What follows belongs to an exercise in optimizing a design on an open flow for small area and a short achievable clock period; a production flow would make more cautious choices.
The RTL was checked by simulation tests, not by an equivalence proof against the original design.
The clock port is modelled as an ideal driver; clocking choices that lean on that would not hold on a real chip.
Power is estimated from default activity; no workload was simulated.

==> design/flow/config.mk <==
export PLATFORM = sky130hd
export DESIGN_NAME = fairArb
export DESIGN_NICKNAME = fairArb
export VERILOG_FILES = /design/flow/design.v
export SDC_FILE = /design/flow/constraint.sdc
export NUM_CORES = 4
export LEC_CHECK = 0
export ABC_AREA = 1
export CAP_MARGIN = 20
export CORE_MARGIN = 2
export CORE_UTILIZATION = 40
export SLEW_MARGIN = 20
==> design/flow/constraint.sdc <==
create_clock -name core_clock -period 4.0 [get_ports {clk}]
set_input_delay 0.8000 -clock core_clock [delete_from_list [all_inputs] [get_ports {clk}]]
set_output_delay 0.8000 -clock core_clock [all_outputs]
set_load 0.01 [all_outputs]
==> design/flow/design.v <==
module fairArb (
	input  logic [15:0] bids,
	output logic [15:0] wins,
	input  logic        get_next_win,
	input  logic        clk,
	input  logic        rst
);
	logic [3:0]  p;
	logic        a, b;
	logic [15:0] m;       
	logic [15:0] bm;      
	logic [15:0] g;       
	logic [3:0]  pn;      
	always_comb begin
		for (int i = 0; i < 16; i++)
			m[i] = (i[3:0] >= p);
	end
	assign bm = bids & m;
	assign g  = (|bm) ? (bm & (~bm + 16'd1)) : (bids & (~bids + 16'd1));
	always_comb begin
		pn = 4'd0;
		for (int i = 0; i < 16; i++)
			if (g[i]) pn = pn | (i[3:0] + 4'd1);
		if (g == 16'd0) pn = 4'd1;
	end
	always_ff @(posedge clk) begin
		if (~rst) begin
			wins <= 16'd0;
			p    <= 4'd0;
			a    <= 1'b0;
			b    <= 1'b0;
		end else begin
			wins <= g;
			a    <= 1'b1;
			b    <= a;
			if ((a & ~b) | (b & get_next_win & (|bids)))
				p <= pn;
		end
	end
endmodule
==> design/flow/flow/run.sh <==
#!/bin/bash
# Layout flow: the standard synthesis unchanged, then the standard ORFS
# steps with buf_2 port buffers and the timing-repair settings in vars.sh.
set -euo pipefail
here=$(cd "$(dirname "$0")" && pwd)
source "$here/vars.sh"
bash standard.sh synth > synth.log 2>&1
bash standard.sh "${EXTRA[@]}" finish > layout.log 2>&1
==> design/flow/flow/vars.sh <==
EXTRA=(BUFFER_PORTS_ARGS="-buffer_cell sky130_fd_sc_hd__buf_2")
==> design/flow/standard.sh <==
#!/bin/bash
# synth_recipe.tcl (not shown) runs the flow's synth.tcl, then flattens the netlist and writes it again
# the make line also repeats each setting of config.mk as NAME=value (left out here)
make -C /OpenROAD-flow-scripts/flow DESIGN_CONFIG=/design/flow/config.mk WORK_HOME=/design/flow/orfs CLKGATE_MAP_FILE= SYNTH_SCRIPT=/design/flow/synth_recipe.tcl "${@:-finish}"
==> notes.md, run 1 <==
Run status
The flow ran to the end and the layout has no timing, DRC or antenna violations.

Layout
The final non-filler cell total is 369. The fraction of layout cells with a size suffix above 1 is 22.3%. The number of antenna diodes in the final layout is 0. Compared with the post-synthesis result, the final layout area differs by 13.1%.

At the end of the flow, the number of nets in the layout was 339. The library cells used most frequently in the layout, excluding fill and tap cells, are sky130_fd_sc_hd__nand2_1 (81), sky130_fd_sc_hd__nor2_1 (53), sky130_fd_sc_hd__inv_1 (39), sky130_fd_sc_hd__buf_2 (34), sky130_fd_sc_hd__dfxtp_1 (22). Leaving out fill and tap cells, the most frequent cell in the layout is sky130_fd_sc_hd__nand2_1.

Fill cells in the final layout number 467.

Timing
The final-report max-slew violation count is 0. The measured slew at the worst slew-check pin is 0.537 ns. Static timing analysis puts the maximum clock frequency at 0.388 GHz. The clock arrives with 0.00279 ns of skew. The final setup violation count is 0. The time the worst path needs with I/O delays and setup is 2.58 ns. Measured against its own limit, the worst slew margin works out to 64.1%. Setup repair after global routing left no endpoint under its margin.

The final-layout setup total negative slack is 0 ns. The number of endpoints with negative hold slack in the final report is 0. Dividing the final minimum period by the clock period gives 64.4%.

Clock tree
The CTS tree is yes. After clock tree synthesis, the setup repair step added 0 buffers. The total clock sinks is 22. The clock-pin slew of the registers on the worst-case setup and hold paths is 0.07 ns.

The cell sitting at the root of the clock tree is a sky130_fd_sc_hd__clkbuf_8. The total of cells resized after clock tree synthesis is 0. At the later pin of the worst-skew pair, clock insertion delay measures 0.25 ns. In this run the number of H-tree levels came out at 1. The clock passes through at most 2 buffers. For this design, the CTS-stage hold fixing added 0 buffers.

The total clock buffers created by CTS is 3.

Setup path
The data arrival time of the critical path is 2.73 ns. The worst-case register-to-register setup slack is 1.42 ns. By instance count, the cell type seen most on the critical path is sky130_fd_sc_hd__nand2_1.

In this run the critical register-to-register path is captured at p[2]. Along the worst path, the maximum fanout reaches 14. Traced cell by cell, the critical path runs through nand2_1, o21ai_2, nand2_1, clkinv_1, nand2_1, nor2_4, nand2_4, o21ai_1, nand2_1, nor2_1, nand3_1, nand2_1, inv_1. The kind of start point of the critical path is a flop. The type of element capturing the critical path is a flop. The data required time of the critical path is 4.16 ns. The cell with the biggest individual delay on the critical path is sky130_fd_sc_hd__dfxtp_1.

The source of the worst register-to-register timing path is p[1]. For this run, the slowest stage of the critical path takes 0.57 ns. For the worst flop-to-flop path, the logic depth is 13.

The worst setup path category is reg -> reg.

Synthesis
The area of the mapped netlist is 1730 sq um. Averaged over all synthesized cells, the footprint is 6.01 sq um. The synthesized netlist contains 31 unique library cells.

The post-synth net total is 306. The post-synthesis cell count is 287. The number of flops mapped to enable cells by yosys is 0. The leading register cell type out of synthesis is sky130_fd_sc_hd__dfxtp_1.

The yosys synthesis warning count is 1. Of the synthesized area, sequential elements account for 25.5%. Counting flops and latches in the post-synthesis netlist gives 22. The async set-or-reset flop fraction in the synthesized netlist is 0%.

Place
Counting tap cells, the placed design contains a total of 365 instances. The global placement routability congestion is 0.890. In this run the tool buffered the top-level ports with 34 buffer cells. The detailed-placement wirelength estimate is 3750 um.

Global route
The via count of the first global-routing pass is 1665. The number of antenna violations at the first check in global routing is 0. For this run, the total global-route usage over all layers was measured as 19.5%. The pin count of the biggest net entering global routing is 17. The remaining global-route overflow is 0.

The wire length of the first global-routing pass is 7750 um.

Detailed routing
The total DRC errors in the routed layout is 0. The via count is 1813. The final layout contains routed wiring with a total length of 4530 um. For this run, the detailed router's first-pass iteration total came to 4. The count of nets left with antenna violations once routing finished came out at 0. The number of DRC violations after detailed-routing iteration 0 is 113. Using the TritonRoute via totals, the vias-per-cell ratio works out to 4.91. In the final routed layout, each cell accounts on average for 12.3 um.

Hold path
The terminating pin of the worst hold path is b. In this run the most critical hold path is launched from a. The type of the tightest min-delay check is reg -> reg. The worst hold path stage count is 2.

Floorplan
In this run the horizontal extent of the chip is 69.7 um. The die covers 4850 sq um. In this run the core area contains 23 standard-cell rows. The placeable core area is 4090 sq um.

For this configuration, the core starts out at a cell density of 42.2%. The total I/O pin count is 35. The height of the chip is 69.7 um.

Run
Across the run, the number of max-cap violations was 0.

Power
The analysis attributes to cell leakage a power of 1.14 nW. VDD sags by at most 0.000158 V. The power density over the cells is 282 nW/um^2.
cell type report:
| type | count | area (sq um) | share of cell area [%] |
|---|---|---|---|
| Multi-Input combinational cell | 217 | 1060 | 54.6 |
| Inverter | 42 | 158 | 8.08 |
| Clock buffer | 4 | 55.1 | 2.82 |
| Sequential cell | 22 | 440 | 22.6 |
| Timing Repair Buffer | 34 | 170 | 8.72 |
| Tap cell | 50 | 62.6 | 3.21 |
per-layer routing:
metal / GRT usage [%] / vias up / share of wire, %
met5: 0 / - / 0
met4: 3.21 / 0 / 1.7
met3: 3.78 / 8 / 6.4
met2: 31.6 / 62 / 46
met1: 27.2 / 779 / 46
li1: - / 964 / -
kinds of logic after synthesis:
family,Yosys count,synth area share [%]
buffers and inverters,48,12.8
AOI/OAI and AO/OA,13,4.86
DFF,22,25.5
and+or+nand+nor,204,56.9
worst max-delay path: cells and delay by family, from the launching register on:
kind                   cells  cell delay [ns]
buffers and inverters      2             0.09
flip-flops                 1             0.57
AND/OR/NAND/NOR            9             1.28
AO/OA/AOI/OAI              2             0.54
flip-flops by register name (all words and copies together) (netlist names):
register	cells
wins	16
a	1
p	4
b	1
synthesized netlist by cell type, drive strengths merged (2+ instances only):
master | n | area [sq um]
or2 | 2 | 12.5
nand3b | 3 | 22.5
nor3 | 4 | 20.0
nand2 | 96 | 408
inv | 41 | 154
buf | 5 | 58.8
nor2 | 57 | 248
nand4 | 9 | 62.6
nor4 | 3 | 18.8
o21ai | 10 | 53.8
dfxtp | 22 | 440
nand3 | 28 | 175
stage by stage:
stage | worst slack (ns) | utilization, % | hold slack (ns) | instance area [sq um] | total power, W
after global placement | 1.28 | 46.4 | 0.418 | 1900 | 0.000401
after detailed placement | 1.31 | 46.4 | 0.416 | 1900 | 0.000400
final | 1.42 | 47.7 | 0.428 | 1950 | 0.000549
after CTS | 1.46 | 47.7 | 0.428 | 1950 | 0.000553
after global routing | 1.18 | 47.7 | 0.463 | 1950 | 0.000582
after floorplan | 1.94 | - | 0.407 | 1730 | 0.000355
how the worst max path moves through the flow:
stage / depth (start not counted) / start / slack [ns] / to
final: 13 / p[1] / 1.42 / p[2]
after global routing: 13 / p[1] / 1.18 / p[2]
after CTS: 13 / p[1] / 1.46 / p[2]
after detailed placement: 15 / bids[6] / 1.31 / p[2]
after global placement: 15 / bids[6] / 1.28 / p[2]
after floorplan: 16 / bids[6] / 1.94 / p[2]
where the power goes:
group | internal (W) | switching [W]
logic | 0.0000507 | 0.000101
clock network | 0.0000875 | 0.0000649
registers | 0.000230 | 0.0000160
==> run 2: changes to the inputs <==
==> design/flow/flow/vars.sh (replaced) <==
EXTRA=(BUFFER_PORTS_ARGS="-buffer_cell sky130_fd_sc_hd__buf_2" SETUP_SLACK_MARGIN=2.4 SETUP_MOVE_SEQUENCE=sizeup,swap SKIP_GATE_CLONING=1)
--- a/design/flow/config.mk
+++ b/design/flow/config.mk
@@ -5,7 +5,6 @@
 export SDC_FILE = /design/flow/constraint.sdc
 export NUM_CORES = 4
 export LEC_CHECK = 0
-export ABC_AREA = 1
 export CAP_MARGIN = 20
 export CORE_MARGIN = 2
 export CORE_UTILIZATION = 40
==> run 2 against run 1 <==
  * Power increased by 5.3%
  * Register-to-register slack got worse by 0.07 ns
  * Die area decreased by 11%
  * Highest routed layer unchanged
  * Clock power about the same
  * Critical endpoint is now wins[11]
  * Synthesized cell count decreased by 34%
  * Cell count decreased by 27%
  * Fmax decreased by 5.1%
  * Worst hold slack improved by 0.035 ns
==> notes.md, run 2 <==
Run status
The run finished with no timing, DRC or antenna violations.

Timing
The highest clock frequency the design can meet was 0.368 GHz (-5.1%). The setup skew after layout is 0.00381 ns (+0.00102 ns). The time the worst path needs with I/O delays and setup was 2.71 ns (+0.138 ns). The final setup violation count is 0 (unchanged).

The number of endpoints with negative hold slack in the final report came to 0 (unchanged). The measured slew at the worst slew-check pin is 0.893 ns (+0.356 ns). The period utilization was 67.9% (+3.4 points). The final hold slack is 0.463 ns (+0.0350 ns). The final-layout setup total negative slack is 0 ns (unchanged). The final-report max-slew violation count is 0 (unchanged). Setup repair after global routing could not meet its margin everywhere. The headroom to the max-slew limit is 40.3% (-24 points).

Setup path
The maximum fanout count along the critical path is 11 (-3). The data arrival time of the critical path is 2.90 ns (+0.17 ns). The kind of start point of the critical path is an input pin. The type of element capturing the critical path is a flop. The worst setup path is of the in -> reg kind. The data required time of the critical path is 4.18 ns (+0.02 ns).

Run
The total of max-cap violations is 0 (unchanged).

Floorplan
The x dimension of the die is 65.7 um (-5.7%). The initial cell density of the core is 41.6% (-0.66 points). The placeable core area is 3660 sq um (-10%). The total I/O pin count came to 35 (unchanged).

The height of the chip is 65.7 um (-5.7%). The number of rows created at floorplan is 22 (-4.3%). The die outline area is 4310 sq um (-11%).

Place
The global placement routability congestion is 0.904 (+1.6%). The number of buffers added on ports is 34 (unchanged). The detailed-placement wirelength estimate is 3280 um (-13%). The cell area after placement is 1790 sq um (-5.7%).

Global route
The pin count of the biggest net entering global routing came to 19 (+2). The highest-utilization routing layer at the global route stage is met2. The met1 capacity usage during global routing is 28.5% (+1.4 points). The met2 routing resource usage after global routing is 36.1% (+4.5 points).

The via count of the first global-routing pass is 1537 (-7.7%). The wire length of the first global-routing pass is 7360 um (-5.1%). The remaining global-route overflow is 0 (unchanged). The total routing resource utilization after global routing came to 22.0% (+2.5 points). The number of antenna violations at the first check in global routing is 0 (unchanged). The fraction of met3 tracks used by global routing is 3.77% (-0.012 points).

Synthesis
The count of state elements after synthesis is 22 (unchanged). The post-synth net total came to 209 (-32%). The yosys synthesis warning count was 1 (unchanged). Ranked by total cell area, the synthesized netlist is headed by sky130_fd_sc_hd__dfxtp_1 (29%), sky130_fd_sc_hd__nor2_1 (6.2%), sky130_fd_sc_hd__and2_1 (4.1%). The count of distinct cell types in the synthesized netlist is 53 (+71%).

The post-synthesis cell count was 190 (-34%). The area of the mapped netlist was 1520 sq um (-12%). The simple-gate area share of the yosys netlist is 39.2% (-18 points). The per-instance average area after synthesis is 8.01 sq um (+33%). The async set-or-reset flop fraction in the synthesized netlist came to 0% (unchanged). The fraction of synthesized area in multiplexers is 0.740% (+0.74 points).

The area fraction in compound gates after synthesis is 25.3% (+20 points). The number of flops mapped to enable cells by yosys came to 0 (unchanged). The xor/xnor share of the synthesized area was 0% (unchanged). The biggest area contributor in the post-synthesis netlist is sky130_fd_sc_hd__dfxtp_1.

The portion of the post-synthesis area used by sequential elements is 28.9% (+3.4 points). The commonest cells after synthesis are sky130_fd_sc_hd__nor2_1 (25), sky130_fd_sc_hd__dfxtp_1 (22), sky130_fd_sc_hd__nand2_1 (11). The top-area cell type share of the netlist area is 28.9% (+3.4 points).

The leading cell type by number of instances after synthesis is sky130_fd_sc_hd__nor2_1. The fraction of the mapped netlist area in adder cells is 0.658% (+0.66 points). The main combinational cell family by area after synthesis is simple AND/OR/NAND/NOR gates. The leading register cell type out of synthesis is sky130_fd_sc_hd__dfxtp_1.

Layout
The library cell used most frequently in the layout, excluding fill and tap cells, is sky130_fd_sc_hd__buf_2. The register with the most flip-flops is wins. The post-route standard cell area excluding fillers is 2030 sq um (+4.0%). In the final layout, the registers with the most flip-flops are wins (16), p (4). The number of nets at the end of the flow is 240 (-29%). The area growth from synthesis to layout is 33.4%. The number of diodes added for antenna fixing was 0 (unchanged). The flip-flop count of the largest register after layout is 16 (unchanged). The fraction of the core area covered by cells at the end of the flow came to 55.4% (+7.7 points). In the layout the commonest cells are sky130_fd_sc_hd__buf_2 (30), sky130_fd_sc_hd__nor2_1 (22), sky130_fd_sc_hd__dfxtp_1 (18), sky130_fd_sc_hd__nand2_1 (11), sky130_fd_sc_hd__and2_1 (10).

The fraction of layout cells with a size suffix above 1 is 38.6% (+16 points). The register cell area after layout is 450 sq um (+2.3%). The footprint of the multi-input gates is 1230 sq um (+16%).

The fill cell instance count of the final layout is 359 (-23%).

Detailed routing
The number of nets with antenna violations after detailed routing was 0 (unchanged). The number of DRC violations after detailed-routing iteration 0 was 58 (-49%). The number of vias per cell came to 5.98 (+22%).

The per-cell routed wire length is 16.8 um (+37%). The total DRC errors in the routed layout was 0 (unchanged). The number of detailed-routing iterations run before antenna repair is 4 (unchanged). The overall routed net length is 4510 um (-0.55%). The via count is 1603 (-12%).

Power
The leakage power was 0.749 nW (-34%). The total power is 0.000579 W (+5.3%). The peak ir drop on the vdd network is 0.000174 V (+10%). The power density over the cells is 285 nW/um^2 (+1.2%).

Hold path
The min-delay analysis places its worst path in the category reg -> reg.

Clock tree
The total clock sinks is 22 (unchanged). The maximum buffer depth of the clock tree was 2 (unchanged). The number of buffers inserted by hold repair at cts is 0 (unchanged).

The clock insertion delay at the later pin of the skew report is 0.26 ns (about the same). The clock-pin slew of the registers on the worst-case setup and hold paths is 0.07 ns (about the same). The cell chosen for the clock root is sky130_fd_sc_hd__clkbuf_8. TritonCTS built the clock tree. The total clock buffers created by CTS is 3 (unchanged).

The CTS H-tree depth is 1 (unchanged).
## run 2: cell count changes after synthesis, moves of 4 or more
cell,previous run,this run
sky130_fd_sc_hd__buf_2,1,5
sky130_fd_sc_hd__nand2_2,13,0
sky130_fd_sc_hd__nand3_1,21,9
sky130_fd_sc_hd__nand3_2,7,1
sky130_fd_sc_hd__nor2b_1,0,5
sky130_fd_sc_hd__and2_1,1,10
sky130_fd_sc_hd__nor2_1,53,25
sky130_fd_sc_hd__o31ai_1,0,4
sky130_fd_sc_hd__inv_1,39,8
sky130_fd_sc_hd__a21oi_1,1,7
sky130_fd_sc_hd__or3_1,0,6
sky130_fd_sc_hd__nand2_1,81,11
## run 2: layout make-up
cell class	instances	share of cell area, %
Multi-Input combinational cell	151	60.9
Sequential cell	22	22.2
Timing Repair Buffer	35	9.80
Tap cell	48	2.96
Clock buffer	4	2.71
Inverter	8	1.48
## run 2: final timing paths
kind                 from  endpoint  slack [ns]  depth (start not counted)
hold reg to reg         a         b        0.46                          2
setup reg to reg     p[1]  wins[11]        1.35                          5
hold / removal          a         b        0.46                          2
setup / recovery  bids[0]  wins[11]        1.29                          6
## run 2: worst max-delay path, cell delays in order
cell	delay, ns
sky130_fd_sc_hd__buf_8	0.10
sky130_fd_sc_hd__nor2b_4	0.13
sky130_fd_sc_hd__o211ai_4	0.27
sky130_fd_sc_hd__nand4_1	0.75
sky130_fd_sc_hd__or3_4	0.68
sky130_fd_sc_hd__nor3b_2	0.17
## run 2: cell families (layout without fill, tap and decap cells)
logic type / after synthesis / count (layout)
AO/OA/AOI/OAI: 49 / 49
multiplexers: 1 / 1
buffers and inverters: 17 / 47
AND/OR/NAND/NOR: 100 / 100
adder cells (fa/ha/maj): 1 / 1
flip-flops: 22 / 22
## run 2: stage by stage
stage | std cells | worst slack [ns]
CTS | 268 | 1.40
finish | 268 | 1.29
global placement | 264 | 1.08
detailed placement | 264 | 1.01
global route | 268 | 1.18
floorplan | 190 | 1.61
## run 2: per-layer routing
metal | vias up | routed length, um
met5 | - | 0
met4 | 0 | 47
met3 | 8 | 301
met2 | 63 | 2210
met1 | 758 | 1950
li1 | 774 | -
## run 2: what timing repair did
| action | CTS | global route |
|---|---|---|
| pin swaps | 27 | 5 |
| buffers inserted | 0 | 0 |
| resized for setup | 32 | 6 |
| endpoints found under the setup margin | 20 | 20 |
## run 2: power breakdown
group	internal, W	switching, W
registers	0.000230	0.0000290
logic	0.0000676	0.000101
clock network	0.0000875	0.0000634
total	0.000385	0.000193
==> run 3: changes to the inputs <==
==> design/flow/flow/vars.sh (replaced) <==
EXTRA=(BUFFER_PORTS_ARGS="-buffer_cell sky130_fd_sc_hd__buf_2" MATCH_CELL_FOOTPRINT=0 SETUP_SLACK_MARGIN=2.3)
==> run 3 against run 2 <==
  * Clock skew is 0.0016 ns higher
  * Fmax is 12% higher
  * Sequential share of layout area is 4.0 points lower
  * Highest routed layer unchanged
  * Largest power group unchanged
  * First-iteration DRC count grew 140%
==> notes.md, run 3 <==
Layout
The number of diodes added for antenna fixing is 0 (unchanged). The area growth from synthesis to layout is 63.4%. The largest registers in the layout are wins (16), p (4). The register with the most flip-flops is wins. The library cell used most frequently in the layout, excluding fill and tap cells, is sky130_fd_sc_hd__buf_4. The number of nets at the end of the flow was 274 (+14%).

The fraction of layout cells with a size suffix above 1 is 52.8% (+14 points). The fraction of the core area covered by cells at the end of the flow came to 67.9% (+12 points). The final non-filler cell total is 302 (+13%). In the layout the commonest cells are sky130_fd_sc_hd__buf_4 (30), sky130_fd_sc_hd__buf_2 (27), sky130_fd_sc_hd__nor2_1 (22), sky130_fd_sc_hd__dfxtp_1 (18). The flip-flop count of the largest register after layout is 16 (unchanged).

Floorplan
The die outline area is 4310 sq um (unchanged). The height of the chip is 65.7 um (unchanged). The placeable core area came to 3660 sq um (unchanged).

The initial cell density of the core came to 41.6% (unchanged). The total I/O pin count is 35 (unchanged). The number of rows created at floorplan is 22 (unchanged).

The x dimension of the die is 65.7 um (unchanged).

Clock tree
The number of buffers inserted by hold repair at cts is 0 (unchanged). The cell chosen for the clock root is sky130_fd_sc_hd__clkbuf_8. The total clock buffers created by CTS is 3 (unchanged).

The maximum buffer depth of the clock tree is 2 (unchanged). TritonCTS built the clock tree. The total clock sinks is 22 (unchanged). The clock insertion delay at the later pin of the skew report is 0.26 ns (about the same). The CTS H-tree depth came to 1 (unchanged).

The clock-pin slew of the registers on the worst-case setup and hold paths is 0.07 ns (about the same).

Synthesis
The yosys synthesis warning count was 1 (unchanged). The area fraction in compound gates after synthesis is 25.3% (unchanged). The xor/xnor share of the synthesized area was 0% (unchanged). The cell type with the highest aggregate area in the netlist is sky130_fd_sc_hd__dfxtp_1. The fraction of synthesized area in multiplexers was 0.740% (unchanged). Among all cell types in the netlist, the one instantiated most often is sky130_fd_sc_hd__nor2_1.

The top-area cell type share of the netlist area is 28.9% (unchanged). After synthesis, the cell types taking the most area are sky130_fd_sc_hd__dfxtp_1 (29%), sky130_fd_sc_hd__nor2_1 (6.2%), sky130_fd_sc_hd__and2_1 (4.1%). The simple-gate area share of the yosys netlist is 39.2% (unchanged). The number of flops mapped to enable cells by yosys came to 0 (unchanged). The count of distinct cell types in the synthesized netlist is 53 (unchanged).

The per-instance average area after synthesis is 8.01 sq um (unchanged). The portion of the post-synthesis area used by sequential elements is 28.9% (unchanged). The leading register cell type out of synthesis is sky130_fd_sc_hd__dfxtp_1. The async set-or-reset flop fraction in the synthesized netlist came to 0% (unchanged). By count the netlist is led by sky130_fd_sc_hd__nor2_1 (25), sky130_fd_sc_hd__dfxtp_1 (22), sky130_fd_sc_hd__nand2_1 (11).

The main combinational cell family by area after synthesis is simple AND/OR/NAND/NOR gates. The count of state elements after synthesis is 22 (unchanged). The post-synth net total is 209 (unchanged). The fraction of the mapped netlist area in adder cells is 0.658% (unchanged).

The post-synthesis cell count is 190 (unchanged). The area of the mapped netlist is 1520 sq um (unchanged).

Setup path
The maximum fanout count along the critical path is 5 (-6). The worst setup path is captured at a flop. Walking the worst path, the cells encountered are buf_8, or4_4, nor4_4, nand4_2, a211oi_2, a311oi_1, a31oi_1. The data required time of the critical path was 4.18 ns (about the same). The critical path in this run is classified as in -> reg.

The cell with the biggest individual delay on the critical path is sky130_fd_sc_hd__or4_4. The kind of start point of the critical path is an input pin. The data arrival time of the critical path is 2.59 ns (-0.31 ns). The maximum single-stage delay on the critical path is 0.60 ns (-0.15 ns). The buffers plus inverters on the worst setup path is 1 (unchanged). The kind of cell with the highest combined delay along the critical path is simple AND/OR/NAND/NOR gates.

Detailed routing
The via count is 1794 (+12%). The number of nets with antenna violations after detailed routing is 0 (unchanged). The total DRC errors in the routed layout is 0 (unchanged).

The overall routed net length is 5240 um (+16%). The number of DRC violations after detailed-routing iteration 0 is 141 (+140%). The per-cell routed wire length is 17.4 um (+3.2%).

The number of detailed-routing iterations run before antenna repair is 5 (+1). The number of vias per cell is 5.94 (-0.68%).

Power
The net switching component of the power is 0.000220 W (+14%). The portion of total power attributed to the clock network is 23.8% (-2.3 points). The part of the power in combinational logic is 35.6% (+6.5 points). The power density over the cells is 260 nW/um^2 (-8.8%). The leakage power was 0.992 nW (+33%). The part of the power in registers is 40.5% (-4.3 points). The cell-internal power is 0.000426 W (+11%). The fraction of power spent switching nets is 34.1% (+0.66 points). The peak ir drop on the vdd network was 0.000184 V (+5.7%).

Timing
The final hold slack was 0.463 ns (-0.0000570 ns). The period utilization is 60.4% (-7.5 points). Setup repair after global routing could not meet its margin everywhere.

The highest clock frequency the design can meet is 0.414 GHz (+12%). The time the worst path needs with I/O delays and setup is 2.42 ns (-0.298 ns). The number of endpoints with negative hold slack in the final report came to 0 (unchanged). The measured slew at the worst slew-check pin is 0.610 ns (-0.283 ns). The headroom to the max-slew limit came to 59.0% (+19 points). The setup slack of the critical path after layout was 1.58 ns (+0.298 ns). The final-report max-slew violation count is 0 (unchanged).

The setup skew after layout is 0.00540 ns (+0.00159 ns). The final-layout setup total negative slack is 0 ns (unchanged). The final setup violation count was 0 (unchanged).

Global route
The total routing resource utilization after global routing is 24.6% (+2.6 points). The wire length of the first global-routing pass is 8240 um (+12%). The remaining global-route overflow is 0 (unchanged). The pin count of the biggest net entering global routing came to 19 (unchanged). The via count of the first global-routing pass came to 1724 (+12%). The number of antenna violations at the first check in global routing came to 0 (unchanged).

Place
The detailed-placement wirelength estimate is 3280 um (unchanged). The placement-stage worst setup slack is 1.01 ns (unchanged). The global placement routability congestion is 0.904 (unchanged). The count of placed standard cells including taps is 264 (unchanged).

The number of buffers added on ports is 34 (unchanged).

Hold path
The type of the tightest min-delay check is reg -> reg.

Run
The total of max-cap violations came to 0 (unchanged).

Run status
The run finished with no timing, DRC or antenna violations.
-- run 3: metrics by stage --
step / area, sq um / total power [W]
floorplan: 1600 / 0.000362
global placement: 1790 / 0.000404
detailed placement: 1790 / 0.000408
CTS: 2350 / 0.000622
global route: 2490 / 0.000673
finish: 2490 / 0.000647
-- run 3: metal layers --
metal / track usage [%] / up-vias / wire length [um]
met1: 31.6 / 836 / 2090
met5: 0 / - / 0
li1: - / 845 / -
met3: 3.25 / 20 / 397
met2: 40.7 / 93 / 2590
met4: 11.5 / 0 / 160
-- run 3: kinds of logic after synthesis --
logic type | Yosys count
AOI/OAI and AO/OA | 49
adders and majority gates | 1
buffers and inverters | 17
DFF | 22
muxes | 1
and+or+nand+nor | 100
-- run 3: final cells by class --
class	count	area, sq um
Multi-Input combinational cell	151	1390
Fill cell	279	1170
Timing Repair Buffer	69	499
Sequential cell	22	453
Tap cell	48	60.1
Clock buffer	4	55.1
Inverter	8	30.0
-- run 3: repair_timing --
action | CTS | global route
resized for setup | 66 | 15
setup buffers | 28 | 6
endpoints found under the hold margin | 0 | 0
pin swaps | 27 | 18
endpoints found under the setup margin | 20 | 20
-- run 3: worst min-delay path: cells and delay by family (launching register included) --
| family | cells | cell delay [ns] |
|---|---|---|
| DFF | 1 | 0.30 |
| buffers and inverters | 1 | 0.07 |
| and+or+nand+nor | 1 | 0.05 |
-- run 3: power by group through the flow --
stage               clock (W)  sequential (W)  combinational (W)
floorplan                   0        0.000242           0.000119
global placement            0        0.000259           0.000145
detailed placement          0        0.000260           0.000148
CTS                  0.000154        0.000261           0.000206
global route         0.000164        0.000264           0.000246
finish               0.000154        0.000262           0.000230
-- run 3: final timing paths --
path	start	endpoint	slack, ns	depth (start not counted)
setup / recovery	bids[0]	p[3]	1.58	7
setup reg to reg	p[3]	p[3]	1.78	7
hold reg to reg	a	b	0.46	2
hold / removal	a	b	0.46	2
==> run 4: changes to the inputs <==
--- a/design/flow/design.v
+++ b/design/flow/design.v
@@ -16,7 +16,10 @@
 			m[i] = (i[3:0] >= p);
 	end
 	assign bm = bids & m;
-	assign g  = (|bm) ? (bm & (~bm + 16'd1)) : (bids & (~bids + 16'd1));
+	logic [31:0] dv, dg;
+	assign dv = {bids, bm};
+	assign dg = dv & (~dv + 32'd1);
+	assign g  = dg[15:0] | dg[31:16];
 	always_comb begin
 		pn = 4'd0;
 		for (int i = 0; i < 16; i++)
==> design/flow/flow/run.sh (replaced) <==
#!/bin/bash
set -euo pipefail
here=$(cd "$(dirname "$0")" && pwd)
source "$here/vars.sh"
bash standard.sh synth > synth.log 2>&1
bash standard.sh "${EXTRA[@]}" PRE_DETAIL_PLACE_TCL="$here/size.tcl" POST_CTS_TCL="$here/size_cts.tcl" finish > layout.log 2>&1
==> design/flow/flow/size.tcl (new file) <==
source $::env(PLATFORM_DIR)/setRC.tcl
set ::size_stage [expr {[info exists ::env(SIZE_STAGE)] ? $::env(SIZE_STAGE) : "place"}]
set ::size_per [get_property [get_clocks core_clock] period]
set ::size_in [delete_from_list [all_inputs] [get_ports clk]]
set ::size_dly [expr {0.2 * $::size_per}]
if {$::size_stage eq "cts"} {
  set_propagated_clock [all_clocks]
} else {
  set ::size_lat [expr {[info exists ::env(SIZE_CLK_LATENCY)] ? $::env(SIZE_CLK_LATENCY) : 0.26}]
  set_input_delay [expr {$::size_dly - $::size_lat}] -clock core_clock $::size_in
  set_output_delay [expr {$::size_dly + $::size_lat}] -clock core_clock [all_outputs]
}
estimate_parasitics -placement
sta::make_equiv_cells [get_libs *]

# the period is a soft maximum over all endpoints, so that paths close to the
# worst one also count and ties between near-critical paths do not stall it
proc size_obj {} {
  estimate_parasitics -placement
  set k $::size_k
  set sum 0.0
  foreach p $::size_eps {
    set d [expr {$::size_per - [get_property $p slack_max]}]
    set sum [expr {$sum + exp($k * ($d - 2.0))}]
  }
  set ps [expr {2.0 + log($sum) / $k}]
  return [expr {log([rsz::design_area]) + log($ps)}]
}
set ::size_k [expr {[info exists ::env(SIZE_K)] ? $::env(SIZE_K) : 25.0}]
set ::size_eps [concat [all_registers -data_pins] [all_outputs]]

set cands {}
foreach inst [get_cells *] {
  set ref [get_property $inst ref_name]
  set name [get_full_name $inst]
  if {[string match "*tapvpwrvgnd*" $ref] || [string match "*fill*" $ref] || [string match "*conb*" $ref]} { continue }
  if {[string match "clkbuf_*" $name] || [string match "clkload*" $name] || [string match "clkinv*" $name]} { continue }
  set lc [get_lib_cells $ref]
  set alts {}
  foreach c [sta::find_equiv_cells $lc] {
    set n [get_name $c]
    if {[string match "*lpflow*" $n] || [string match "*probe*" $n]} { continue }
    lappend alts $n
  }
  if {[llength $alts] > 1} { lappend cands [list $inst $alts] }
}
set best [size_obj]
puts "size($::size_stage): start obj [format %.5f $best] ws [worst_slack -max] area [expr {[rsz::design_area]*1e12}] cands [llength $cands]"
set maxpass [expr {[info exists ::env(SIZE_PASSES)] ? $::env(SIZE_PASSES) : 10}]
for {set pass 0} {$pass < $maxpass} {incr pass} {
  set changed 0
  foreach c $cands {
    lassign $c inst alts
    set cur [get_property $inst ref_name]
    set pick $cur
    foreach n $alts {
      if {$n eq $cur} { continue }
      replace_cell $inst $n
      set o [size_obj]
      if {$o < $best - 1e-7} { set best $o; set pick $n }
    }
    if {[get_property $inst ref_name] ne $pick} { replace_cell $inst $pick }
    if {$pick ne $cur} { incr changed }
  }
  set best [size_obj]
  puts "size($::size_stage): pass $pass changed $changed obj [format %.5f $best] ws [worst_slack -max] area [expr {[rsz::design_area]*1e12}]"
  if {$changed == 0} { break }
}
if {$::size_stage eq "cts"} {
  detailed_placement
  check_placement -verbose
  estimate_parasitics -placement
  puts "size($::size_stage): legalised ws [worst_slack -max] hold [worst_slack -min]"
} else {
  set_input_delay $::size_dly -clock core_clock $::size_in
  set_output_delay $::size_dly -clock core_clock [all_outputs]
  estimate_parasitics -placement
}
==> design/flow/flow/size_cts.tcl (new file) <==
# second sizing pass, after clock tree synthesis (see size.tcl)
set ::env(SIZE_STAGE) cts
source [file join [file dirname [info script]] size.tcl]
==> design/flow/flow/vars.sh (replaced) <==
EXTRA=(BUFFER_PORTS_ARGS="-buffer_cell sky130_fd_sc_hd__buf_2" CTS_ARGS="-sink_clustering_enable -repair_clock_nets -dont_use_dummy_load")
--- a/design/flow/config.mk
+++ b/design/flow/config.mk
@@ -5,7 +5,9 @@
 export SDC_FILE = /design/flow/constraint.sdc
 export NUM_CORES = 4
 export LEC_CHECK = 0
+export ABC_AREA = 1
 export CAP_MARGIN = 20
 export CORE_MARGIN = 2
-export CORE_UTILIZATION = 40
+export CORE_UTILIZATION = 65
+export PLACE_DENSITY = 0.8
 export SLEW_MARGIN = 20
==> run 4 against run 3 <==
  * Flip-flop and latch count did not move
  * Still clean
  * Count of clock-buffer cells in the layout fell by 1
  * Register-to-register slack improved by 0.21 ns
  * Via count rose by 8.5%
  * Clock skew rose by 0.00052 ns
  * Combinational power fell by 37%
  * Critical path depth rose by 5
  * Sequential power fell by 6%
  * Die area fell by 33%
  * Largest power group unchanged
==> notes.md, run 4 <==
Run status
The flow ran to the end and the layout has no timing, DRC or antenna violations.

Clock tree
The clock insertion delay at the later pin of the skew report is 0.31 ns (+0.05 ns). TritonCTS built the clock tree. The total clock sinks is 22 (unchanged). The clock-pin slew of the registers on the worst-case setup and hold paths is 0.11 ns (+0.04 ns).

Setup path
The maximum fanout count along the critical path is 6 (+1). The data required time of the critical path is 4.21 ns (+0.03 ns). The worst setup path category is reg -> reg. STA classifies the critical path startpoint as a flop. The data arrival time of the critical path came to 2.22 ns (-0.37 ns). The type of element capturing the critical path is a flop.

Synthesis
The async set-or-reset flop fraction in the synthesized netlist is 0% (unchanged). The count of distinct cell types in the synthesized netlist came to 25 (-53%). The top-area cell type share of the netlist area was 27.2% (-1.8 points). The number of flops mapped to enable cells by yosys is 0 (unchanged). The portion of the post-synthesis area used by sequential elements was 27.2% (-1.8 points). The yosys synthesis warning count came to 1 (unchanged). Yosys instantiated no cell more often than sky130_fd_sc_hd__nor2_1.

The per-instance average area after synthesis is 5.77 sq um (-28%). The commonest cells after synthesis are sky130_fd_sc_hd__nor2_1 (64), sky130_fd_sc_hd__nand2_1 (57), sky130_fd_sc_hd__inv_1 (36). The post-synthesis cell count came to 281 (+48%). The area of the mapped netlist came to 1620 sq um (+6.6%). The leading register cell type out of synthesis is sky130_fd_sc_hd__dfxtp_1. The post-synth net total came to 300 (+44%). By area the synthesized netlist is led by sky130_fd_sc_hd__dfxtp_1 (27%), sky130_fd_sc_hd__nor2_1 (15%), sky130_fd_sc_hd__nand2_1 (13%). The largest total area in the synthesized netlist belongs to sky130_fd_sc_hd__dfxtp_1. The count of state elements after synthesis was 22 (unchanged).

Layout
The fill cell instance count of the final layout came to 241 (-14%). The number of nets at the end of the flow is 335 (+22%). In the layout the commonest cells are sky130_fd_sc_hd__nor2_1 (70), sky130_fd_sc_hd__nand2_1 (62), sky130_fd_sc_hd__nand3_1 (33), sky130_fd_sc_hd__inv_1 (27), sky130_fd_sc_hd__dfxtp_1 (19). In the final layout, the registers with the most flip-flops are wins (16), p (4). The footprint of the multi-input gates is 942 sq um (-32%).

The number of diodes added for antenna fixing is 0 (unchanged). The most common cell after layout, fill and taps aside is sky130_fd_sc_hd__nor2_1. The register with the most flip-flops is wins. The fraction of layout cells with a size suffix above 1 is 9.55% (-43 points). The fraction of the core area covered by cells at the end of the flow came to 71.8% (+3.8 points).

From synthesis to final layout, the design area changed by 6.64%. The register cell area after layout is 444 sq um (-1.9%). The flip-flop count of the largest register after layout is 16 (unchanged). The post-route standard cell area excluding fillers is 1730 sq um (-30%).

Global route
The pin count of the biggest net entering global routing is 17 (-2). The number of antenna violations at the first check in global routing came to 0 (unchanged). The remaining global-route overflow came to 0 (unchanged). The via count of the first global-routing pass is 1679 (-2.6%). The total routing resource utilization after global routing is 37.0% (+12 points). The wire length of the first global-routing pass is 7600 um (-7.8%).

Place
The detailed-placement wirelength estimate is 3970 um (+21%). The global placement routability congestion was 1.08 (+20%). The cell area after placement was 1710 sq um (-4.4%).

The number of buffers added on ports is 34 (unchanged).

Power
The power density over the cells is 282 nW/um^2 (+8.5%). The leakage power came to 0.835 nW (-16%). The total power came to 0.000488 W (-25%). The peak ir drop on the vdd network was 0.000288 V (+57%).

Detailed routing
The number of vias per cell was 5.66 (-4.8%). The total DRC errors in the routed layout is 0 (unchanged). The wire length on met3 was 633 um (+59%). The met2 wire length is 2100 um (-19%).

Signal routing reaches up to met4. The number of detailed-routing iterations run before antenna repair is 5 (unchanged). The total routed wire length on the met1 layer is 1940 um (-7.2%).

The per-cell routed wire length is 14.1 um (-19%). The via count is 1946 (+8.5%). The overall routed net length came to 4840 um (-7.6%). The number of DRC violations after detailed-routing iteration 0 is 163 (+16%). The number of nets with antenna violations after detailed routing is 0 (unchanged).

Timing
The period utilization is 50.3% (-10 points). The number of endpoints with negative hold slack in the final report is 0 (unchanged). The final-report max-slew violation count came to 0 (unchanged). Setup repair after global routing left no endpoint under its margin. The headroom to the max-slew limit is 66.7% (+7.8 points). The highest clock frequency the design can meet is 0.497 GHz (+20%). The final-layout setup total negative slack came to 0 ns (unchanged). The time the worst path needs with I/O delays and setup is 2.01 ns (-0.406 ns). The setup skew after layout is 0.00592 ns (+0.000520 ns). The measured slew at the worst slew-check pin is 0.495 ns (-0.115 ns). The final setup violation count was 0 (unchanged). The final hold slack is 0.458 ns (-0.00506 ns).

Floorplan
The x dimension of the die is 53.9 um (-18%). The height of the chip is 53.9 um (-18%). The placeable core area is 2410 sq um (-34%). The total I/O pin count was 35 (unchanged). The die outline area is 2910 sq um (-33%). The number of rows created at floorplan is 18 (-18%).

The initial cell density of the core is 67.3% (+26 points).

Hold path
The worst hold path belongs to the class reg -> reg.

Run
The total of max-cap violations came to 0 (unchanged).
run 4: cell types whose count changed in the layout (fill, tap and decap cells not counted), sizes merged, moves of 6 or more:
cell	before	now
or3	6	0
clkbuf	4	19
buf	69	18
nor2	25	76
inv	8	36
and2	10	1
a21oi	7	17
o31ai	6	0
nand2	11	65
nand3	10	33
run 4: worst paths after layout:
kind	start	to	slack [ns]	cells past startpoint
worst max-delay path	p[0]	p[0]	1.99	12
worst min-delay path	a	b	0.46	2
worst max register to register	p[0]	p[0]	1.99	12
worst min register to register	a	b	0.46	2
run 4: logic make-up (layout without fill, tap and decap cells):
logic type / Yosys count / in the layout / share of synthesized area, %
AND/OR/NAND/NOR: 189 / 189 / 53.2
buffers and inverters: 44 / 77 / 11.1
AO/OA/AOI/OAI: 26 / 26 / 8.57
flip-flops: 22 / 22 / 27.2
run 4: metal layers:
layer  track usage, %  vias to the layer above
met5                0                        -
met4             12.8                        0
met3             7.50                       23
met2             57.7                      137
met1             50.3                      826
li1                 -                      960
run 4: critical path, cell delays in order (launching register included):
cell and delay, ns:
sky130_fd_sc_hd__dfxtp_1 0.41, sky130_fd_sc_hd__nor2_1 0.28, sky130_fd_sc_hd__nand3_1 0.24, sky130_fd_sc_hd__nand2_1 0.19, sky130_fd_sc_hd__nor2_1 0.07, sky130_fd_sc_hd__nand2_1 0.08
sky130_fd_sc_hd__nor2_1 0.06, sky130_fd_sc_hd__nand2_1 0.14, sky130_fd_sc_hd__nand3_1 0.09, sky130_fd_sc_hd__nor2_1 0.10, sky130_fd_sc_hd__nand4_1 0.09, sky130_fd_sc_hd__nor2_1 0.10
sky130_fd_sc_hd__nor2_1 0.04
run 4: area by class of cell:
class / count / area share [%]
multi-input cells: 215 / 54.5
flip-flops and latches: 22 / 25.7
inverters: 40 / 8.68
repair buffers: 34 / 7.67
well taps: 30 / 2.17
clock buffers: 3 / 1.30
run 4: where the power goes:
group	internal (W)	switching, W	total [W]
combinational	0.0000428	0.000102	0.000145
clock	0.0000353	0.0000622	0.0000974
sequential	0.000230	0.0000158	0.000246
run 4: through the flow:
step,setup slack [ns],instances
2_1_floorplan,2.15,281
3_3_place_gp,1.69,341
3_5_place_dp,1.75,341
5_1_grt,1.79,344
6_report,1.99,344
==> run 5: changes to the inputs <==
--- a/design/flow/flow/size.tcl
+++ b/design/flow/flow/size.tcl
@@ -11,6 +11,11 @@
   set_output_delay [expr {$::size_dly + $::size_lat}] -clock core_clock [all_outputs]
 }
 estimate_parasitics -placement
+if {[info exists ::env(SIZE_REPAIR_MARGIN)] && $::size_stage ne "cts"} {
+  set_dont_use $::env(DONT_USE_CELLS)
+  repair_timing -setup -setup_margin $::env(SIZE_REPAIR_MARGIN) -repair_tns 100 -verbose
+  estimate_parasitics -placement
+}
 sta::make_equiv_cells [get_libs *]
 
 # the period is a soft maximum over all endpoints, so that paths close to the
==> design/flow/flow/vars.sh (replaced) <==
EXTRA=(BUFFER_PORTS_ARGS="-buffer_cell sky130_fd_sc_hd__buf_2" CTS_ARGS="-sink_clustering_enable -repair_clock_nets -dont_use_dummy_load")
export SIZE_REPAIR_MARGIN=2.1
==> run 5 against run 4 <==
  * Still clean
  * Critical path depth stayed put
  * First-iteration DRC count is 0.61% lower
  * Flip-flop and latch count stayed put
  * Clock skew is 0.00080 ns higher
  * Cell count is 0.58% higher
  * Design area is 1.5% higher
  * Via count is 0.10% higher
  * Sequential power hardly changed
  * Sequential share of layout area is 0.17 points lower
  * Critical endpoint is now p[1]
  * Largest power group unchanged
==> notes.md, run 5 <==
Timing
The highest clock frequency the design can meet is 0.504 GHz (+1.3%). The final setup violation count is 0 (unchanged). The number of endpoints with negative hold slack in the final report is 0 (unchanged). The period utilization came to 49.6% (-0.63 points). The final-report max-slew violation count is 0 (unchanged). The time the worst path needs with I/O delays and setup is 1.98 ns (-0.0252 ns).

Setup repair after global routing left no endpoint under its margin. The headroom to the max-slew limit came to 65.7% (-1.0 points). The final-layout setup total negative slack is 0 ns (unchanged).

The setup skew after layout is 0.00672 ns (+0.000801 ns). The setup slack of the critical path after layout is 2.02 ns (+0.0252 ns). The measured slew at the worst slew-check pin was 0.510 ns (+0.0151 ns).

Floorplan
The total I/O pin count is 35 (unchanged). The x dimension of the die is 53.9 um (unchanged). The initial cell density of the core is 67.3% (unchanged). The die outline area was 2910 sq um (unchanged). The number of rows created at floorplan is 18 (unchanged). The height of the chip is 53.9 um (unchanged). The placeable core area was 2410 sq um (unchanged).

Layout
Leaving out fill and tap cells, the most frequent cell in the layout is sky130_fd_sc_hd__nor2_1. The largest registers in the layout are wins (16), p (4). The fraction of layout cells with a size suffix above 1 came to 12.3% (+2.8 points). The number of nets at the end of the flow came to 337 (+0.60%).

The top cell types in the final layout, fill and taps aside, are sky130_fd_sc_hd__nor2_1 (69), sky130_fd_sc_hd__nand2_1 (60), sky130_fd_sc_hd__nand3_1 (33), sky130_fd_sc_hd__inv_1 (30), sky130_fd_sc_hd__dfxtp_1 (18). The number of diodes added for antenna fixing is 0 (unchanged). The flip-flop count of the largest register after layout is 16 (unchanged). The register with the most flip-flops in the final layout is wins.

The area growth from synthesis to layout is 8.26%.

Setup path
The data arrival time of the critical path is 2.22 ns (about the same). The data required time of the critical path is 4.24 ns (+0.03 ns). STA classifies the critical path endpoint as a flop. The worst setup path category is reg -> reg. The maximum fanout count along the critical path is 8 (+2). The kind of start point of the critical path is a flop.

Clock tree
The CTS tree is yes. The clock-pin slew of the registers on the worst-case setup and hold paths is 0.11 ns (about the same). The clock insertion delay at the later pin of the skew report is 0.31 ns (about the same).

The total clock sinks came to 22 (unchanged).

Detailed routing
The overall routed net length is 4830 um (-0.23%). The per-cell routed wire length came to 14.0 um (-0.80%). The via count is 1948 (+0.10%). The number of nets with antenna violations after detailed routing is 0 (unchanged).

The number of DRC violations after detailed-routing iteration 0 was 162 (-0.61%). The number of vias per cell is 5.63 (-0.48%). The number of detailed-routing iterations run before antenna repair came to 5 (unchanged). The total DRC errors in the routed layout is 0 (unchanged).

Power
The power density over the cells was 280 nW/um^2 (-0.70%). The leakage power is 0.868 nW (+3.9%). The part of the power in registers is 49.8% (-0.6 points). The peak ir drop on the vdd network is 0.000417 V (+45%). The fraction of power spent switching nets came to 37.0% (+0.15 points). The part of the power in combinational logic is 30.1% (+0.4 points). The net switching component of the power is 0.000182 W (+1.2%). The portion of total power attributed to the clock network is 20.1% (about the same).

The cell-internal power is 0.000310 W (+0.57%).

Synthesis
The leading cell type by number of instances after synthesis is sky130_fd_sc_hd__nor2_1. The number of flops mapped to enable cells by yosys is 0 (unchanged). The yosys synthesis warning count is 1 (unchanged). The portion of the post-synthesis area used by sequential elements is 27.2% (unchanged).

The top-area cell type share of the netlist area was 27.2% (unchanged). The commonest cells after synthesis are sky130_fd_sc_hd__nor2_1 (64), sky130_fd_sc_hd__nand2_1 (57), sky130_fd_sc_hd__inv_1 (36). Sorting the synthesized cells by area gives the leading types as sky130_fd_sc_hd__dfxtp_1 (27%), sky130_fd_sc_hd__nor2_1 (15%), sky130_fd_sc_hd__nand2_1 (13%). The per-instance average area after synthesis is 5.77 sq um (unchanged). The area of the mapped netlist came to 1620 sq um (unchanged).

The post-synth net total is 300 (unchanged). The async set-or-reset flop fraction in the synthesized netlist is 0% (unchanged). The count of state elements after synthesis is 22 (unchanged). The count of distinct cell types in the synthesized netlist is 25 (unchanged).

The leading register cell type out of synthesis is sky130_fd_sc_hd__dfxtp_1. The post-synthesis cell count came to 281 (unchanged). The largest total area in the synthesized netlist belongs to sky130_fd_sc_hd__dfxtp_1.

Hold path
The path class of the tightest hold or removal check is reg -> reg.

Place
The placement-stage worst setup slack came to 1.81 ns (+0.0555 ns). The detailed-placement wirelength estimate was 3940 um (-0.85%). The number of buffers added on ports was 34 (unchanged). The global placement routability congestion is 1.08 (unchanged).

Global route
The met2 routing resource usage after global routing is 56.1% (-1.6 points). met2 is the most crowded layer. The met1 capacity usage during global routing was 51.4% (+1.0 points).

The via count of the first global-routing pass is 1615 (-3.8%). The wire length of the first global-routing pass is 7590 um (about the same). The number of antenna violations at the first check in global routing is 0 (unchanged). The total routing resource utilization after global routing was 36.8% (-0.25 points). The pin count of the biggest net entering global routing is 17 (unchanged). The remaining global-route overflow came to 0 (unchanged). The fraction of met3 tracks used by global routing is 8.33% (+0.83 points).

Run
The total of max-cap violations is 0 (unchanged).

Run status
The flow ran to the end and the layout has no timing, DRC or antenna violations.
run 5: cell counts after synthesis:
Identical to the previous run, type by type.
run 5: per-stage QoR:
step / utilization (%) / total power (W) / hold slack, ns / instances / instance area [sq um]
after floorplan: - / 0.000354 / 0.407 / 281 / 1620
after global placement: 74.7 / 0.000400 / 0.419 / 341 / 1800
after detailed placement: 72.5 / 0.000394 / 0.438 / 343 / 1750
after global routing: 72.8 / 0.000520 / 0.484 / 346 / 1760
final: 72.8 / 0.000492 / 0.449 / 346 / 1760
run 5: logic make-up after synthesis:
kind of cell / after synthesis / synth area share, %
buf+inv: 44 / 11.1
simple gates: 189 / 53.2
compound gates: 26 / 8.57
flops: 22 / 27.2
run 5: cell type report:
type | instances | area (sq um)
Multi-Input combinational cell | 215 | 950
Timing Repair Buffer | 36 | 148
Tap cell | 30 | 37.5
Inverter | 40 | 150
Fill cell | 226 | 654
Clock buffer | 3 | 22.5
Sequential cell | 22 | 448
run 5: routing by layer:
layer | part of all wire (%) | vias to the layer above
met5 | 0 | -
met4 | 2.8 | 0
li1 | - | 962
met3 | 13 | 17
met1 | 40 | 813
met2 | 44 | 156
run 5: path summary, 6_finish.rpt:
kind	startpoint	end	slack, ns	cells after the start
worst max-delay path	p[2]	p[1]	2.02	12
worst max register to register	p[2]	p[1]	2.02	12
worst min register to register	a	b	0.45	2
worst min-delay path	a	b	0.45	2
run 5: power by group through the flow:
stage	combinational [W]	clock, W	sequential [W]
floorplan	0.000113	0	0.000241
global placement	0.000149	0	0.000251
detailed placement	0.000145	0	0.000249
global route	0.000164	0.000109	0.000246
finish	0.000148	0.0000989	0.000245
run 5: worst max-delay path, cell delays in order (launching register included):
cell	delay [ns]
sky130_fd_sc_hd__dfxtp_2	0.46
sky130_fd_sc_hd__nand2_2	0.12
sky130_fd_sc_hd__nand2_1	0.16
sky130_fd_sc_hd__nor2_1	0.07
sky130_fd_sc_hd__nor2_1	0.13
sky130_fd_sc_hd__nand2_1	0.11
sky130_fd_sc_hd__nor2_1	0.25
sky130_fd_sc_hd__nand3_1	0.11
sky130_fd_sc_hd__o21ai_1	0.17
sky130_fd_sc_hd__nor2_1	0.08
sky130_fd_sc_hd__nand2_1	0.08
sky130_fd_sc_hd__nor2_1	0.05
sky130_fd_sc_hd__a21oi_1	0.11
==> run 6: changes to the inputs <==
==> design/flow/flow/vars.sh (replaced) <==
EXTRA=(BUFFER_PORTS_ARGS="-buffer_cell sky130_fd_sc_hd__buf_2")
export SIZE_REPAIR_MARGIN=2.1
--- a/design/flow/config.mk
+++ b/design/flow/config.mk
@@ -8,6 +8,5 @@
 export ABC_AREA = 1
 export CAP_MARGIN = 20
 export CORE_MARGIN = 2
-export CORE_UTILIZATION = 65
-export PLACE_DENSITY = 0.8
+export CORE_UTILIZATION = 40
 export SLEW_MARGIN = 20
==> run 6 against run 5 <==
  * Die area grew 57%
  * First-iteration DRC count down 4.3%
  * Synthesized cell count stayed put
  * Critical path depth unchanged
  * Fmax grew 2.0%
==> notes.md, run 6 <==
Run status
The run finished with no timing, DRC or antenna violations.

Detailed routing
The number of vias per cell is 5.28 (-6.2%). The number of nets with antenna violations after detailed routing came to 0 (unchanged). The per-cell routed wire length is 14.0 um (+0.19%). The number of DRC violations after detailed-routing iteration 0 came to 155 (-4.3%). The number of detailed-routing iterations run before antenna repair came to 4 (-1). The overall routed net length came to 5110 um (+5.7%). The via count is 1927 (-1.1%).

The total DRC errors in the routed layout is 0 (unchanged).

Power
The peak ir drop on the vdd network is 0.000192 V (-54%). The part of the power in combinational logic came to 27.3% (-2.8 points). The power density over the cells is 301 nW/um^2 (+7.3%).

The cell-internal power came to 0.000362 W (+17%). The portion of total power attributed to the clock network is 27.8% (+7.7 points). The leakage power was 0.871 nW (+0.39%). The net switching component of the power came to 0.000184 W (+1.1%). The part of the power in registers was 44.9% (-4.9 points). The fraction of power spent switching nets is 33.7% (-3.3 points).

Timing
The time the worst path needs with I/O delays and setup is 1.95 ns (-0.0395 ns). The setup skew after layout was 0.00737 ns (+0.000652 ns). The highest clock frequency the design can meet came to 0.514 GHz (+2.0%). Setup repair after global routing left no endpoint under its margin. The number of endpoints with negative hold slack in the final report is 0 (unchanged). The measured slew at the worst slew-check pin is 0.495 ns (-0.0152 ns).

The final setup violation count is 0 (unchanged). The headroom to the max-slew limit is 66.7% (+1.0 points). The final-report max-slew violation count was 0 (unchanged). The final-layout setup total negative slack is 0 ns (unchanged). The period utilization is 48.6% (-0.99 points).

Synthesis
The async set-or-reset flop fraction in the synthesized netlist is 0% (unchanged). The number of flops mapped to enable cells by yosys is 0 (unchanged). The most common cell in the synthesized netlist is sky130_fd_sc_hd__nor2_1. The post-synthesis cell count is 281 (unchanged). The top-area cell type share of the netlist area was 27.2% (unchanged). In the synthesized netlist, the cells that appear most often are sky130_fd_sc_hd__nor2_1 (64), sky130_fd_sc_hd__nand2_1 (57), sky130_fd_sc_hd__inv_1 (36). The yosys synthesis warning count is 1 (unchanged). The post-synth net total is 300 (unchanged).

The count of state elements after synthesis came to 22 (unchanged). The leading register cell type out of synthesis is sky130_fd_sc_hd__dfxtp_1. The count of distinct cell types in the synthesized netlist is 25 (unchanged). The area of the mapped netlist is 1620 sq um (unchanged). Of all cell types, the one taking the most synthesized area is sky130_fd_sc_hd__dfxtp_1. The per-instance average area after synthesis is 5.77 sq um (unchanged). The portion of the post-synthesis area used by sequential elements is 27.2% (unchanged). By area the synthesized netlist is led by sky130_fd_sc_hd__dfxtp_1 (27%), sky130_fd_sc_hd__nor2_1 (15%), sky130_fd_sc_hd__nand2_1 (13%).

Clock tree
The CTS tree is yes. The clock insertion delay at the later pin of the skew report was 0.25 ns (-0.06 ns). The total clock sinks came to 22 (unchanged).

The clock-pin slew of the registers on the worst-case setup and hold paths is 0.08 ns (-0.03 ns).

Layout
The area growth from synthesis to layout is 12.0%. The flip-flop count of the largest register after layout was 16 (unchanged). The largest registers in the layout are wins (16), p (4). The register cell area after layout is 447 sq um (-0.28%). Leaving out fill and tap cells, the most frequent cell in the layout is sky130_fd_sc_hd__nor2_1.

The number of diodes added for antenna fixing is 0 (unchanged). The fraction of the core area covered by cells at the end of the flow is 46.1% (-27 points). The register with the most flip-flops is wins.

The fill cell instance count of the final layout is 424 (+88%). The post-route standard cell area excluding fillers is 1820 sq um (+3.5%). The fraction of layout cells with a size suffix above 1 is 14.3% (+1.9 points). The number of nets at the end of the flow was 335 (-0.59%). The footprint of the multi-input gates is 958 sq um (+0.92%). The library cells used most frequently in the layout, excluding fill and tap cells, are sky130_fd_sc_hd__nor2_1 (67), sky130_fd_sc_hd__nand2_1 (64), sky130_fd_sc_hd__nand3_1 (32), sky130_fd_sc_hd__inv_1 (24), sky130_fd_sc_hd__clkbuf_1 (21).

Hold path
The type of the tightest min-delay check is reg -> reg.

Setup path
The data required time of the critical path was 4.15 ns (-0.09 ns). The worst setup path is of the in -> reg kind. The maximum fanout count along the critical path is 3 (-5). The worst setup path is launched from an input pin. The worst setup path is captured at a flop. The worst-case register-to-register setup slack came to 2.07 ns (+0.05 ns).

The data arrival time of the critical path is 2.09 ns (-0.13 ns).

Global route
The via count of the first global-routing pass came to 1712 (+6.0%). The number of antenna violations at the first check in global routing is 0 (unchanged). The total routing resource utilization after global routing is 23.9% (-13 points). The pin count of the biggest net entering global routing came to 17 (unchanged). The wire length of the first global-routing pass came to 8180 um (+7.7%). The remaining global-route overflow is 0 (unchanged).

Floorplan
The number of rows created at floorplan is 23 (+5). The die outline area came to 4580 sq um (+57%). The x dimension of the die is 67.7 um (+25%).

The initial cell density of the core is 41.1% (-26 points). The total I/O pin count is 35 (unchanged). The placeable core area is 3940 sq um (+64%). The height of the chip is 67.7 um (+25%).

Place
The global placement routability congestion was 1.03 (-5.0%). The detailed-placement wirelength estimate is 4280 um (+8.7%). The number of buffers added on ports is 34 (unchanged). The cell area after placement was 1790 sq um (+2.1%).

Run
The total of max-cap violations is 0 (unchanged).
==> run 6: per-stage QoR <==
stage          std cells  setup WS [ns]  total power [W]  hold WS, ns
6_report             365           2.05         0.000546        0.425
2_1_floorplan        281           2.15         0.000354        0.407
3_3_place_gp         361           1.63         0.000406        0.415
5_1_grt              365           1.82         0.000581        0.458
3_5_place_dp         361           1.79         0.000401        0.420
==> run 6: area by class of cell <==
class                   count  share of cell area (%)
clock buffers               4                    3.03
inverters                  40                    8.26
multi-input cells         215                    52.8
flip-flops and latches     22                    24.6
well taps                  50                    3.44
repair buffers             34                    7.92
==> run 6: per-layer routing <==
| layer | share of wire [%] | up-vias | track usage (%) |
|---|---|---|---|
| met3 | 8.4 | 12 | 3.83 |
| met4 | 2.2 | 0 | 6.38 |
| met5 | 0 | - | 0 |
| met1 | 44 | 847 | 32.8 |
| li1 | - | 963 | - |
| met2 | 45 | 105 | 38.6 |
==> run 6: cells by family after synthesis <==
logic type	share of synthesized area (%)
compound gates	8.57
simple gates	53.2
flops	27.2
buf+inv	11.1
==> run 6: power groups by stage <==
stage | clock, W | sequential (W) | combinational, W
3_5_place_dp | 0 | 0.000251 | 0.000150
5_1_grt | 0.000167 | 0.000246 | 0.000167
3_3_place_gp | 0 | 0.000251 | 0.000155
6_report | 0.000152 | 0.000245 | 0.000149
2_1_floorplan | 0 | 0.000241 | 0.000113
==> run 6: final timing paths <==
check / start / end / cells after the start
setup / recovery: bids[9] / p[2] / 12
hold / removal: a / b / 2
setup reg to reg: p[3] / p[0] / 12
hold reg to reg: a / b / 2
==> run 6: critical path, stage by stage <==
cell and delay [ns]:
sky130_fd_sc_hd__buf_1 0.14, sky130_fd_sc_hd__inv_2 0.06, sky130_fd_sc_hd__a21oi_1 0.27, sky130_fd_sc_hd__inv_2 0.07, sky130_fd_sc_hd__nand2_1 0.12, sky130_fd_sc_hd__nor2_1 0.06, sky130_fd_sc_hd__nand3_1 0.11, sky130_fd_sc_hd__nand2_1 0.08
sky130_fd_sc_hd__nor2_2 0.14, sky130_fd_sc_hd__nand2_1 0.08, sky130_fd_sc_hd__nor2_1 0.10, sky130_fd_sc_hd__a21oi_1 0.06
==> run 7: changes to the inputs <==
==> design/flow/flow/vars.sh (replaced) <==
EXTRA=(BUFFER_PORTS_ARGS="-buffer_cell sky130_fd_sc_hd__buf_2")
--- a/design/flow/config.mk
+++ b/design/flow/config.mk
@@ -5,7 +5,6 @@
 export SDC_FILE = /design/flow/constraint.sdc
 export NUM_CORES = 4
 export LEC_CHECK = 0
-export ABC_AREA = 1
 export CAP_MARGIN = 20
 export CORE_MARGIN = 2
 export CORE_UTILIZATION = 40
==> run 7 against run 6 <==
  * Register-to-register slack got worse by 0.76 ns
  * Non-clock buffer count unchanged
  * Critical path depth decreased by 5
  * Largest cell class unchanged
  * Power decreased by 14%
  * Worst setup slack got worse by 0.74 ns
  * Highest routed layer unchanged
==> notes.md, run 7 <==
Timing
The final setup violation count is 0 (unchanged). The period utilization is 67.1% (+18 points). The highest clock frequency the design can meet was 0.372 GHz (-28%). The final-layout setup total negative slack came to 0 ns (unchanged).

The time the worst path needs with I/O delays and setup came to 2.69 ns (+0.740 ns). Setup repair after global routing left no endpoint under its margin. The setup skew after layout came to 0.00513 ns (-0.00225 ns). The headroom to the max-slew limit came to 46.7% (-20 points).

The measured slew at the worst slew-check pin was 0.798 ns (+0.303 ns). The final-report max-slew violation count came to 0 (unchanged). The number of endpoints with negative hold slack in the final report is 0 (unchanged).

Power
The leakage power is 0.526 nW (-40%). The total power was 0.000468 W (-14%). The power density over the cells came to 302 nW/um^2 (+0.38%). The peak ir drop on the vdd network is 0.000121 V (-37%).

Place
The global placement routability congestion is 0.866 (-16%). The cell area after placement is 1520 sq um (-15%). The detailed-placement wirelength estimate is 3010 um (-30%). The number of buffers added on ports is 34 (unchanged).

Detailed routing
The number of vias per cell is 6.02 (+14%). The overall routed net length is 3990 um (-22%). The total DRC errors in the routed layout came to 0 (unchanged). The per-cell routed wire length is 16.2 um (+16%). The number of DRC violations after detailed-routing iteration 0 is 110 (-29%).

The number of detailed-routing iterations run before antenna repair is 4 (unchanged). The via count was 1480 (-23%). The number of nets with antenna violations after detailed routing was 0 (unchanged).

Floorplan
The placeable core area is 3340 sq um (-15%). The x dimension of the die is 62.8 um (-7.2%). The initial cell density of the core is 41.5% (+0.34 points). The height of the chip was 62.8 um (-7.2%). The number of rows created at floorplan is 21 (-8.7%). The die outline area is 3950 sq um (-14%).

The total I/O pin count came to 35 (unchanged).

Synthesis
The most used flip-flop cell after synthesis is sky130_fd_sc_hd__dfxtp_1. The post-synth net total is 188 (-37%). The portion of the post-synthesis area used by sequential elements came to 31.8% (+4.7 points). Among all cell types in the netlist, the one instantiated most often is sky130_fd_sc_hd__dfxtp_1. The cell type with the highest aggregate area in the netlist is sky130_fd_sc_hd__dfxtp_1. In the synthesized netlist, the cells that appear most often are sky130_fd_sc_hd__dfxtp_1 (22), sky130_fd_sc_hd__nand2_1 (16), sky130_fd_sc_hd__nor2_1 (16). The per-instance average area after synthesis was 8.19 sq um (+42%). The count of state elements after synthesis is 22 (unchanged). By area the synthesized netlist is led by sky130_fd_sc_hd__dfxtp_1 (32%), sky130_fd_sc_hd__o21ai_0 (4.7%), sky130_fd_sc_hd__nand2_1 (4.3%). The async set-or-reset flop fraction in the synthesized netlist is 0% (unchanged). The number of flops mapped to enable cells by yosys is 0 (unchanged). The count of distinct cell types in the synthesized netlist is 48 (+92%). The top-area cell type share of the netlist area is 31.8% (+4.7 points). The post-synthesis cell count is 169 (-40%). The yosys synthesis warning count is 1 (unchanged). The area of the mapped netlist is 1380 sq um (-15%).

Hold path
The type of the tightest min-delay check is reg -> reg.

Layout
The footprint of the multi-input gates is 863 sq um (-9.9%). The register cell area after layout is 448 sq um (+0.28%). The post-route standard cell area excluding fillers is 1550 sq um (-15%). In the final layout, the registers with the most flip-flops are wins (16), p (4). Leaving out fill and tap cells, the most frequent cell in the layout is sky130_fd_sc_hd__clkbuf_1. The area growth from synthesis to layout is 12.0% (about the same). The number of diodes added for antenna fixing is 0 (unchanged). The number of nets at the end of the flow came to 221 (-34%). The fraction of layout cells with a size suffix above 1 came to 10.0% (-4.3 points). Counting flops per register, the top entry is wins. In the layout the commonest cells are sky130_fd_sc_hd__clkbuf_1 (28), sky130_fd_sc_hd__dfxtp_1 (18), sky130_fd_sc_hd__nor2_1 (16), sky130_fd_sc_hd__nand2_1 (15). The fill cell instance count of the final layout is 361 (-15%). The flip-flop count of the largest register after layout is 16 (unchanged).

Setup path
The worst setup path is of the reg -> reg kind. The kind of start point of the critical path is a flop. The worst setup path is captured at a flop. The slowest stage of the critical path belongs to the cell sky130_fd_sc_hd__o41ai_1. The data arrival time of the critical path is 2.91 ns (+0.82 ns).

The maximum fanout count along the critical path was 15 (+12). The data required time of the critical path is 4.22 ns (+0.07 ns). Traced cell by cell, the critical path runs through nor2_1, and3_1, a2111oi_4, nand2_4, o41ai_1, nor4_1, a41oi_1. The maximum single-stage delay on the critical path was 0.58 ns (+0.31 ns).

Global route
The remaining global-route overflow is 0 (unchanged). The number of antenna violations at the first check in global routing is 0 (unchanged). The wire length of the first global-routing pass is 6680 um (-18%). The via count of the first global-routing pass is 1429 (-17%). The pin count of the biggest net entering global routing was 17 (unchanged). The total routing resource utilization after global routing is 21.2% (-2.7 points).

Run
The total of max-cap violations came to 0 (unchanged).

Clock tree
The clock-pin slew of the registers on the worst-case setup and hold paths is 0.11 ns (+0.03 ns). The clock insertion delay at the later pin of the skew report is 0.30 ns (+0.05 ns). The CTS tree is yes. The total clock sinks was 22 (unchanged).

Run status
The run finished with no timing, DRC or antenna violations.
## run 7: changes by cell type after synthesis, sizes merged, moves of 5 or more
cell,previous run,this run
o21ai,8,13
nor2,76,16
and2,1,8
nand3,33,7
a21oi,17,5
inv,39,8
and3,0,5
a2111oi,0,5
nand2,65,16
## run 7: per-layer routing
layer | wire length [um] | up-vias | share of wire [%] | GRT usage (%)
li1 | - | 714 | - | -
met1 | 1680 | 674 | 42 | 27.3
met2 | 1930 | 79 | 48 | 34.8
met3 | 282 | 13 | 7.1 | 2.52
met4 | 98 | 0 | 2.5 | 10.6
met5 | 0 | - | 0 | 0
## run 7: per-stage QoR
step	hold slack, ns	util (%)	worst slack, ns	instances
global route	0.532	46.5	1.14	246
floorplan	0.437	-	1.51	169
global placement	0.474	47.3	0.845	243
detailed placement	0.477	45.4	1.04	243
finish	0.497	46.5	1.31	246
## run 7: worst paths after layout
path,from,end,slack [ns],cells past startpoint
worst max-delay path,p[2],p[1],1.31,7
worst min-delay path,a,b,0.50,2
worst max register to register,p[2],p[1],1.31,7
worst min register to register,a,b,0.50,2
## run 7: worst max-delay path, delay by kind of cell (launching register included)
family,cells,cell delay (ns)
compound gates,3,1.29
flops,1,0.53
simple gates,4,0.79
## run 7: logic make-up after synthesis
kind of cell           share of synthesized area (%)
flip-flops                                      31.8
AND/OR/NAND/NOR                                 31.3
AO/OA/AOI/OAI                                   32.3
buffers and inverters                           4.61
## run 7: area by class of cell
cell class,instances,share of cell area [%]
timing repair buffer,34,8.31
inverter,8,1.94
clock buffer,3,1.45
tap,46,3.71
sequential,22,28.9
multi-input combinational,133,55.7
## run 7: where the power goes
| group | leakage (nW) | internal [W] | switching [W] |
|---|---|---|---|
| clock network | 0.0138 | 0.0000351 | 0.0000588 |
| logic | 0.331 | 0.0000444 | 0.0000792 |
| registers | 0.181 | 0.000230 | 0.0000203 |
| total | 0.526 | 0.000310 | 0.000158 |

-- afterwards: timing with drivers on the ports --
No port has a modelled driver above. Below, the same layouts with a new extraction and two added sets of constraints. Step 1: set_driving_cell puts a clkbuf_16 on clk and a buf_2 on each other input, an assumption about the parent block. Step 2 times the ports against the registers' clock, not the clock port: input delays grow and output delays shrink by t, the midpoint of the rising clock arrivals with the driver on. Three values: no drivers, after step 1, after step 2; two values: the first two.
run	shift t [ns]	setup WS [ns]	worst register clock-pin slew, ns	worst data-port slew with drivers (ns)
run 1	0.275	1.423 / 1.423 / 1.290	0.07 / 0.07	0.03
run 2	0.278	1.286 / 1.265 / 0.987	0.07 / 0.07	0.06
run 3	0.284	1.584 / 1.565 / 1.281	0.07 / 0.07	0.06
run 4	0.328	1.990 / 1.990 / 1.690	0.11 / 0.11	0.03
run 5	0.322	2.015 / 2.015 / 1.719	0.12 / 0.12	0.03
run 6	0.275	2.055 / 2.055 / 1.780	0.08 / 0.08	0.03
run 7	0.319	1.315 / 1.315 / 1.003	0.11 / 0.11	0.03
After both steps every run listed still meets setup and hold. For run 7, which loses most, drivers alone change the setup slack by 0.000 ns; drivers and shift together by -0.312 ns.
